This design comes from an exercise in tuning for a short achievable clock period and few clock cycles on the open sky130 flow, not from production work. Only simulation tests tie the RTL to the original design; equivalence was not proved.

==> flow/design.v <==
`timescale 1ns/10ps
module regfile(clock,raddr1,rout1,raddr2,rout2,wen, waddr,win);
input           clock;
input           wen;
input   [15:0]  win;
input   [2:0]   raddr1,raddr2;
input   [2:0]   waddr;
output  [15:0]  rout1,rout2;
reg     [15:0]  ram[7:0];
assign rout1 = raddr1 ? ram[raddr1] : 16'd0;
assign rout2 = raddr2 ? ram[raddr2] : 16'd0;
always @(posedge clock)
begin
    ram[0]<=16'b0;
    if (wen)
    begin
        if(waddr!=0)
        begin
            ram[waddr]<= win;
        end
    end
end
endmodule
`timescale 1ns/10ps
module fetch_module(clock,resetn,brbus,inst,imem_addr,imem_rdata);
input           clock;
input           resetn;
input   [17:0]  brbus;
output  [15:0]  inst;
output  [11:0]  imem_addr;
input   [15:0]  imem_rdata;
reg  [15:0]     pc;
reg  [15:0]     inst_reg;
wire [15:0]     inst_;
wire            brbus_valid;
wire            brbus_taken;
wire [15:0]     brbus_offset;
assign brbus_valid = brbus[17];
assign brbus_taken = brbus[16];
assign brbus_offset= brbus[15:0];
assign inst = inst_reg;
assign imem_addr = pc[12:1];
assign inst_     = imem_rdata;
always@(posedge clock or negedge resetn)
if(!resetn)
    inst_reg <= 0;
else if(brbus_valid)
    inst_reg <= inst_;
always@(posedge clock or negedge resetn)
if(!resetn)
    pc <= 0;
else if(brbus_valid)
    pc <= brbus_taken? pc + brbus_offset : pc +2;
endmodule
`timescale 1ns/10ps
module decode_module(clock,resetn,inst,ex_dest,mem_dest,wb_dest,wbbus,brbus,idbus);
input           clock;
input           resetn;
input   [15:0]  inst;
input   [2:0]   ex_dest,mem_dest,wb_dest;
input   [19:0]  wbbus;
output  [55:0]  idbus;
output  [17:0]  brbus;
parameter NOP = 4'd0;
parameter ADD = 4'd1;
parameter SUB = 4'd2;
parameter AND = 4'd3;
parameter OR  = 4'd4;
parameter NOT = 4'd5;
parameter SL  = 4'd6;
parameter SR  = 4'd7;
parameter SRU = 4'd8;
parameter ADDI= 4'd9;
parameter LD  = 4'd10;
parameter ST  = 4'd11;
parameter BR  = 4'd12;
wire        wbbus_valid;
wire [2:0]  wbbus_dest;
wire [15:0] wbbus_value;
wire        idbus_valid;
wire [3:0]  idbus_op;
wire [2:0]  idbus_dest;
wire [15:0] idbus_value1;
wire [15:0] idbus_value2;
wire [15:0] idbus_stvalue;
wire        brbus_valid;
wire        brbus_taken;
wire [15:0] brbus_offset;
wire        valid;
wire [3:0]  op;
wire [2:0]  src1;
wire [2:0]  src2;
wire [2:0]  dep2;
wire [2:0]  dest;
wire [5:0]  imm;
wire [9:0]  eimm;
wire [15:0] rout1,rout2;
reg  [55:0] idbus_reg;
assign eimm             = {10{imm[5]}};
assign op               = inst[15:12];
assign dest             = inst[11:9];
assign src1             = inst[8:6];
assign src2             = inst[5:3];
assign dep2             = op == ST ? dest : src2;
assign imm              = inst[5:0];
assign valid            = !((ex_dest && ((ex_dest == src1) || (op != NOT && op<=SRU || op==ST) && (ex_dest == dep2))) ||
                          (mem_dest && ((mem_dest == src1) || (op != NOT && op<=SRU || op==ST) && (mem_dest == dep2))) ||
                          (wb_dest && ((wb_dest == src1) || (op != NOT && op<=SRU || op==ST) && (wb_dest == dep2))));
assign idbus_op         = valid ? op : 0;
assign idbus_dest       = valid ? ((op == BR || op == ST) ? 3'd0 : dest) : 0;
assign idbus_value1     = rout1;
assign idbus_value2     = (op[3] && (|op[2:0])) ? {eimm, imm} : rout2;
assign idbus_valid      = 1;
assign idbus_stvalue    = rout2;
assign wbbus_valid      = wbbus[19];
assign wbbus_dest       = wbbus[18:16];
assign wbbus_value      = wbbus[15:0];
always@(posedge clock or negedge resetn)
if(!resetn)
    idbus_reg <= 0;
else
    idbus_reg <= {idbus_valid, idbus_op, idbus_dest, idbus_value1, idbus_value2, rout2};
assign brbus_valid = valid;
assign brbus_taken = (idbus_op == BR) & ((dest == 3'b0 ) ? (rout1 == 16'd0) : (dest == 3'b11 ) ? (|rout1) : ((dest == 3'b1 ) ^ rout1[15]));
assign brbus_offset = {eimm, imm};
regfile regs(
.clock(clock),
.wen(wbbus_valid),
.win(wbbus_value),
.raddr1(src1),
.raddr2(dep2),
.waddr(wbbus_dest),
.rout1(rout1),
.rout2(rout2)
);
assign brbus[17]=brbus_valid;
assign brbus[16]=brbus_taken;
assign brbus[15:0]=brbus_offset;
assign idbus = idbus_reg;
endmodule
`timescale 1ns/10ps
module alu_module(clock,resetn,idbus,exbus,ex_dest);
input           clock;
input           resetn;
input   [55:0]  idbus;
output  [39:0]  exbus;
output  [2:0]   ex_dest;
wire            idbus_valid;
wire [3:0]      idbus_op;
wire [2:0]      idbus_dest;
wire [15:0]     idbus_value1;
wire [15:0]     idbus_value2;
wire [15:0]     idbus_stvalue;
reg  [15:0]     exbus_exresult;
reg  [39:0]     exbus_reg;
parameter NOP = 4'd0;
parameter ADD = 4'd1;
parameter SUB = 4'd2;
parameter AND = 4'd3;
parameter OR  = 4'd4;
parameter NOT = 4'd5;
parameter SL  = 4'd6;
parameter SR  = 4'd7;
parameter SRU = 4'd8;
parameter ADDI= 4'd9;
parameter LD  = 4'd10;
parameter ST  = 4'd11;
parameter BR  = 4'd12;
assign idbus_valid      = idbus[55];
assign idbus_op         = idbus[54:51];
assign idbus_dest       = idbus[50:48];
assign idbus_value1     = idbus[47:32];
assign idbus_value2     = idbus[31:16];
assign idbus_stvalue    = idbus[15:0];
assign ex_dest          = idbus_dest;
always@(posedge clock or negedge resetn)
if(!resetn)
    exbus_reg <= 0;
else
    exbus_reg <= {idbus_valid, idbus_op, idbus_dest, exbus_exresult, idbus_stvalue};
always@( * )
begin
    case(idbus_op)
        ADD, ADDI, LD, ST:
              exbus_exresult = idbus_value1 + idbus_value2;
        SUB : exbus_exresult = idbus_value1 - idbus_value2;
        AND : exbus_exresult = idbus_value1 & idbus_value2;
        OR  : exbus_exresult = idbus_value1 | idbus_value2;
        NOT : exbus_exresult = ~idbus_value1;
        SL  : exbus_exresult = idbus_value1 << idbus_value2;
        SR  : exbus_exresult = idbus_value1 >> idbus_value2;
        SRU : exbus_exresult = idbus_value2>=16 ? {16{idbus_value1[15]}} : ({{15{idbus_value1[15]}}, idbus_value1} >> idbus_value2);
        default: exbus_exresult = 16'd0;
    endcase
end
assign exbus = exbus_reg;
endmodule
`timescale 1ns/10ps
module mem_module(clock,resetn,exbus,membus,mem_dest,dmem_addr,dmem_we,dmem_wdata,dmem_rdata);
input           clock;
input           resetn;
input   [39:0]  exbus;
output  [39:0]  membus;
output  [2:0]   mem_dest;
output  [11:0]  dmem_addr;
output          dmem_we;
output  [15:0]  dmem_wdata;
input   [15:0]  dmem_rdata;
wire            exbus_valid;
wire    [3:0]   exbus_op;
wire    [2:0]   exbus_dest;
wire    [15:0]  exbus_exresult;
wire    [15:0]  exbus_stvalue;
wire    [15:0]  membus_memresult;
reg     [39:0]  membus_reg;
always@(posedge clock or negedge resetn)
if(!resetn)
    membus_reg <= 0;
else
    membus_reg <= {exbus_valid, exbus_op, exbus_dest, exbus_exresult, membus_memresult};
assign dmem_we          = (exbus_op == 4'b1011);
assign dmem_wdata       = exbus_stvalue;
assign dmem_addr        = exbus_exresult[12:1];
assign membus_memresult = dmem_rdata;
assign exbus_valid=exbus[39];
assign exbus_op=exbus[38:35];
assign exbus_dest=exbus[34:32];
assign exbus_exresult=exbus[31:16];
assign exbus_stvalue=exbus[15:0];
assign membus = membus_reg;
assign mem_dest = exbus_dest;
endmodule
`timescale 1ns/10ps
module wb_module(clock,resetn,membus,wbbus,wb_dest);
input           clock;
input           resetn;
input   [39:0]  membus;
output  [19:0]  wbbus;
output  [2:0]   wb_dest;
wire            membus_valid;
wire [3:0]      membus_op;
wire [2:0]      membus_dest;
wire [15:0]     membus_exresult;
wire [15:0]     membus_memresult;
wire            wbbus_valid;
wire [2:0]      wbbus_dest;
wire [15:0]     wbbus_value;
assign membus_valid     = membus[39];
assign membus_op        = membus[38:35];
assign membus_dest      = membus[34:32];
assign membus_exresult  = membus[31:16];
assign membus_memresult = membus[15:0];
assign wbbus_valid = !membus_op[3] && (|membus_op[2:0]) || membus_op[3] &&!membus_op[2]&&!membus_op[1] || !membus_op[2]&&membus_op[1]&&~membus_op[0];
assign wbbus_dest = membus_dest;         
assign wbbus_value = membus_op[3]&membus_op[1] ? membus_memresult: membus_exresult;
assign wb_dest = wbbus_dest;
assign wbbus[19]        = wbbus_valid;
assign wbbus[18:16]     = wbbus_dest;
assign wbbus[15:0]      = wbbus_value;
endmodule
`timescale 1ns/10ps
module cpu(clock,resetn,imem_addr,imem_rdata,dmem_addr,dmem_we,dmem_wdata,dmem_rdata,
           rf_we,rf_waddr,rf_wdata);
input       clock;
input       resetn;
output [11:0] imem_addr;
input  [15:0] imem_rdata;
output [11:0] dmem_addr;
output        dmem_we;
output [15:0] dmem_wdata;
input  [15:0] dmem_rdata;
output        rf_we;
output [2:0]  rf_waddr;
output [15:0] rf_wdata;
wire [17:0] brbus;
wire [15:0] inst;
wire [2:0]  ex_dest,mem_dest,wb_dest;
wire [19:0] wbbus;
wire [55:0] idbus;
wire [39:0] exbus;
wire [39:0] membus;
fetch_module fetch(.clock(clock),.resetn(resetn),.brbus(brbus),.inst(inst),
                   .imem_addr(imem_addr),.imem_rdata(imem_rdata));
decode_module decode(.clock(clock),.resetn(resetn),.inst(inst),
                     .ex_dest(ex_dest),.mem_dest(mem_dest),.wb_dest(wb_dest),
                     .wbbus(wbbus),.brbus(brbus),.idbus(idbus));
alu_module alu(.clock(clock),.resetn(resetn),
               .idbus(idbus),.exbus(exbus),.ex_dest(ex_dest));
mem_module mem(.clock(clock),.resetn(resetn),
               .exbus(exbus),.membus(membus),.mem_dest(mem_dest),
               .dmem_addr(dmem_addr),.dmem_we(dmem_we),.dmem_wdata(dmem_wdata),
               .dmem_rdata(dmem_rdata));
wb_module wb(.clock(clock),.resetn(resetn),
             .membus(membus),.wbbus(wbbus),.wb_dest(wb_dest));
assign rf_we    = wbbus[19];
assign rf_waddr = wbbus[18:16];
assign rf_wdata = wbbus[15:0];
endmodule
==> flow/run.sh <==
#!/bin/bash
# synth_recipe.tcl (not shown) runs the flow's synth.tcl, then flattens the netlist and writes it again
# the make line also repeats each setting of config.mk as NAME=value (left out here)
make -C /OpenROAD-flow-scripts/flow DESIGN_CONFIG=/design/flow/config.mk WORK_HOME=/design/flow/orfs CLKGATE_MAP_FILE= SYNTH_SCRIPT=/design/flow/synth_recipe.tcl finish
==> flow/config.mk <==
export PLATFORM = sky130hd
export DESIGN_NAME = cpu
export DESIGN_NICKNAME = cpu
export VERILOG_FILES = /design/flow/design.v
export SDC_FILE = /design/flow/constraint.sdc
export NUM_CORES = 4
export LEC_CHECK = 0
export CAP_MARGIN = 20
export CORE_MARGIN = 2
export CORE_UTILIZATION = 40
export SLEW_MARGIN = 20
==> flow/constraint.sdc <==
create_clock -name core_clock -period 5.0 [get_ports {clock}]
set_input_delay 1.0000 -clock core_clock [delete_from_list [all_inputs] [get_ports {clock}]]
set_output_delay 1.0000 -clock core_clock [all_outputs]
set_load 0.01 [all_outputs]
==> load_flow_metrics.sql <==
INSERT INTO impl_metrics (metric_group, metric, value, unit) VALUES
('status', 'run_status', 'no timing/DRC/antenna violations', ''),
('synth', 'postSynthRegisterBits', '276', ''),
('clock_tree', 'numClockSinks', '276', ''),
('floorplan', 'floorplan.die.height', '199', 'um'),
('timing', 'accumulated_negative_setup_slack', '0', 'ns'),
('synth', 'yosysSeqAreaShare', '49.0', '%'),
('critical_path', 'category_of_the_worst_setup_path_capture_point', 'register', ''),
('worst_hold_path', 'worst_hold_path_type', 'register to register', ''),
('synth', 'synth_area_in_adders', '2.81', '%'),
('synth', 'netlist_area', '15200', 'um^2'),
('clock_tree', 'clk_path_buf_depth', '3', ''),
('timing', 'final_cycle_share', '79.4', '%'),
('timing', 'worst_pin_slew', '1.13', 'ns'),
('synth', 'post_synth_main_area_contributors', 'dfrtp_1, edfxtp_1, mux2_2', ''),
('timing', 'period_minus_slack', '3.97', 'ns'),
('routing', 'dr.pass1.iters', '6', ''),
('layout', 'drive_gt1_share', '14.2', '%'),
('layout', 'largest_reg_flops', '114', ''),
('synth', 'syn_area_per_cell', '10.9', 'um^2'),
('synth', 'combinational_family_with_the_most_area_after_synthesis', 'multiplexers', ''),
('timing', 'max_slew_margin', '24.9', '%'),
('critical_path', 'data_arrival_time_of_the_critical_path', '4.41', 'ns'),
('synth', 'syn-instance-count', '1391', ''),
('timing', 'timing.fmax', '0.252', 'GHz'),
('layout', 'nNetsFinal', '1489', ''),
('grt', 'grt_util_met2', '36.7', '%'),
('floorplan', 'io-pin-count', '95', ''),
('clock_tree', 'numCtsBuffers', '29', ''),
('routing', 'vias', '11200', ''),
('synth', 'synth.largest_area_cell', 'dfrtp_1', ''),
('synth', 'synth_xor_xnor_area_share', '2.70', '%'),
('critical_path', 'worst-setup-path-type', 'register to register', ''),
('routing', 'vias_per_cell', '5.73', ''),
('synth', 'top_reg_cell_synth', 'dfrtp_1', ''),
('grt', 'globalRouteOverflowTotal', '0', ''),
('timing', 'report.final.slew_viol_count', '0', ''),
('clock_tree', 'clock_latency', '0.56', 'ns'),
('layout', 'antenna_cells', '0', ''),
('floorplan', 'floorplan.rows', '71', ''),
('grt', 'grt.met3_usage', '3.48', '%'),
('clock_tree', 'postCtsHoldBufs', '0', ''),
('clock_tree', 'clk_transition_reported_paths', '0.06', 'ns'),
('grt', 'grt_first_pass_wirelength', '68700', 'um'),
('timing', 'timing.final.setup_violations', '0', ''),
('layout', 'final_core_util', '46.4', '%'),
('timing', 'clock_skew', '0.0136', 'ns'),
('timing', 'final_hold_viol_count', '0', ''),
('place', 'placed_cells_incl_taps', '1902', ''),
('layout', 'synthToLayoutAreaGrowth', '14.5', '%'),
('synth', 'asyncSetResetFlopFracSynth', '58.7', '%'),
('floorplan', 'starting_density', '40.5', '%'),
('grt', 'grt_antenna_before_repair', '1', ''),
('floorplan', 'chipWidth', '199', 'um'),
('grt', 'grt_max_degree', '87', ''),
('synth', 'synthMuxAreaShare', '15.6', '%'),
('grt', 'grt_util_met1', '32.4', '%'),
('routing', 'drtIter0Drc', '895', ''),
('synth', 'synth_top_area_share', '26.6', '%'),
('clock_tree', 'post-cts-setup-buffer-count', '0', ''),
('synth', 'synth_edf_count', '112', ''),
('floorplan', 'floorplan.die_area', '39600', 'um^2'),
('critical_path', 'worst_setup_path_start_kind', 'register', ''),
('synth', 'synth_most_common_cell', 'dfrtp_1', ''),
('synth', 'synth_simple_gate_area_share', '10.7', '%'),
('synth', 'synthesized_area_fraction_occupied_by_ao_oa_aoi_and_oai_cells', '13.7', '%'),
('place', 'dp.final_hpwl', '32300', 'um'),
('place', 'io_buffer_count', '94', '');
[metal layers]
metal	up-vias	share of wire (%)
met1	5553	44
met3	97	6.2
met4	0	3.4
met5	-	0
met2	404	46
li1	5160	-
[area by class of cell]
type | instances | area (um^2)
Inverter | 37 | 139
Timing Repair Buffer | 127 | 1200
Clock buffer | 46 | 897
Tap cell | 511 | 639
Sequential cell | 276 | 7460
Fill cell | 3434 | 20100
Clock inverter | 8 | 81.3
Multi-Input combinational cell | 951 | 7010
[path summary, 6_finish.rpt]
| path | from | slack (ns) | cells past startpoint | endpoint |
|---|---|---|---|---|
| max | fetch.inst_reg[7]$_DFFE_PN0N_ | 1.03 | 8 | fetch.pc[0]$_DFFE_PN0P_ |
| min | decode.idbus_reg[9]$_DFF_PN0_ | 0.35 | 0 | alu.exbus_reg[9]$_DFF_PN0_ |
| max reg2reg | fetch.inst_reg[7]$_DFFE_PN0N_ | 1.03 | 8 | fetch.pc[0]$_DFFE_PN0P_ |
| min reg2reg | decode.idbus_reg[9]$_DFF_PN0_ | 0.35 | 0 | alu.exbus_reg[9]$_DFF_PN0_ |
| max in group asynchronous | resetn | 3.57 | 2 | alu.exbus_reg[14]$_DFF_PN0_ |
| min in group asynchronous | resetn | 0.51 | 1 | alu.exbus_reg[20]$_DFF_PN0_ |
[stage by stage]
stage               cell area (um^2)  worst slack (ns)  hold slack, ns
finish                         17400              1.03           0.347
global route                   17400             0.746           0.356
CTS                            17400              1.00           0.346
detailed placement             16500              1.01           0.336
global placement               16500              1.06           0.335
floorplan                      15200             0.848           0.331
[worst max-delay path, cell delays in order (launching register included)]
cell and delay [ns]:
dfrtp_2 0.93, mux2_2 0.41, mux4_2 0.50, o21bai_1 0.19, or3_1 0.46, a221o_1 0.45, nor2_4 0.48, nand2_1 0.12
mux2_2 0.28
[kinds of logic after synthesis]
| group | count (synthesis) |
|---|---|
| other | 1 |
| AND/OR/NAND/NOR | 348 |
| multiplexers | 188 |
| flip-flops | 276 |
| XOR/XNOR | 47 |
| AO/OA/AOI/OAI | 333 |
| adder cells (fa/ha/maj) | 33 |
| buffers and inverters | 165 |
[cells in the final DEF, fill, tap and decap left out, types with 6 or more instances in the layout]
cell             netlist  routed
clkbuf_16              0      32
mux2_2                72      72
a2111oi_0              7       7
ha_1                  31      31
a221oi_1              14      14
nor4_1                 8       8
xnor2_1               36      36
clkdlybuf4s50_1        0      93
o211ai_1               9       9
nand3_1                9       9
nor2b_1               11      11
a211oi_1              14      14
mux2_1                 8       8
nand2b_1              11      11
mux2i_1               75      74
and3_1                 7       7
a21o_1                 7       7
o21a_1                 6       6
nor3_1                31      28
o21ai_0               71      71
nand2_1               92      92
xor2_1                11      11
a21oi_1              112     112
mux4_2                31      31
a22oi_1                9       9
o22ai_1               19      19
dfrtp_1              162     160
buf_4                 44      32
nor2_1               131     130
a31oi_1               11      11
and2_1                11      11
clkbuf_1              60       9
edfxtp_1             112     112
inv_1                 35      35
Testbench counts, summed over its fixed seeds: cycles 72,787.

## port drivers added, routing unchanged
The results above use ideal ports. As a check the final layout listed here was re-extracted and re-timed, cells and wires unchanged.
Step 1, drivers: a clkbuf_16 drives clock and a buf_2 each remaining input, both assumed.
Step 2 adds t to the input delays and takes it off the output delays; t is the mean of the earliest and latest rising clock arrival at the registers after step 1. Input paths then give back, and output paths get back, about the clock's delay inside the block.
Slacks: no drivers / after step 1 / after step 2; pairs: no drivers / after step 1.
t (ns): 0.597
setup slack, ns: 1.029 / 1.029 / 1.029
latest minus earliest clock arrival (ns): 0.015 / 0.015
worst register clock-pin slew, ns: 0.07 / 0.07
worst slew at a driven data input, ns: 0.04
After both steps setup and hold are still met in this run. The setup slack of this run moves by 0.000 ns with the drivers and by 0.000 ns with both steps.
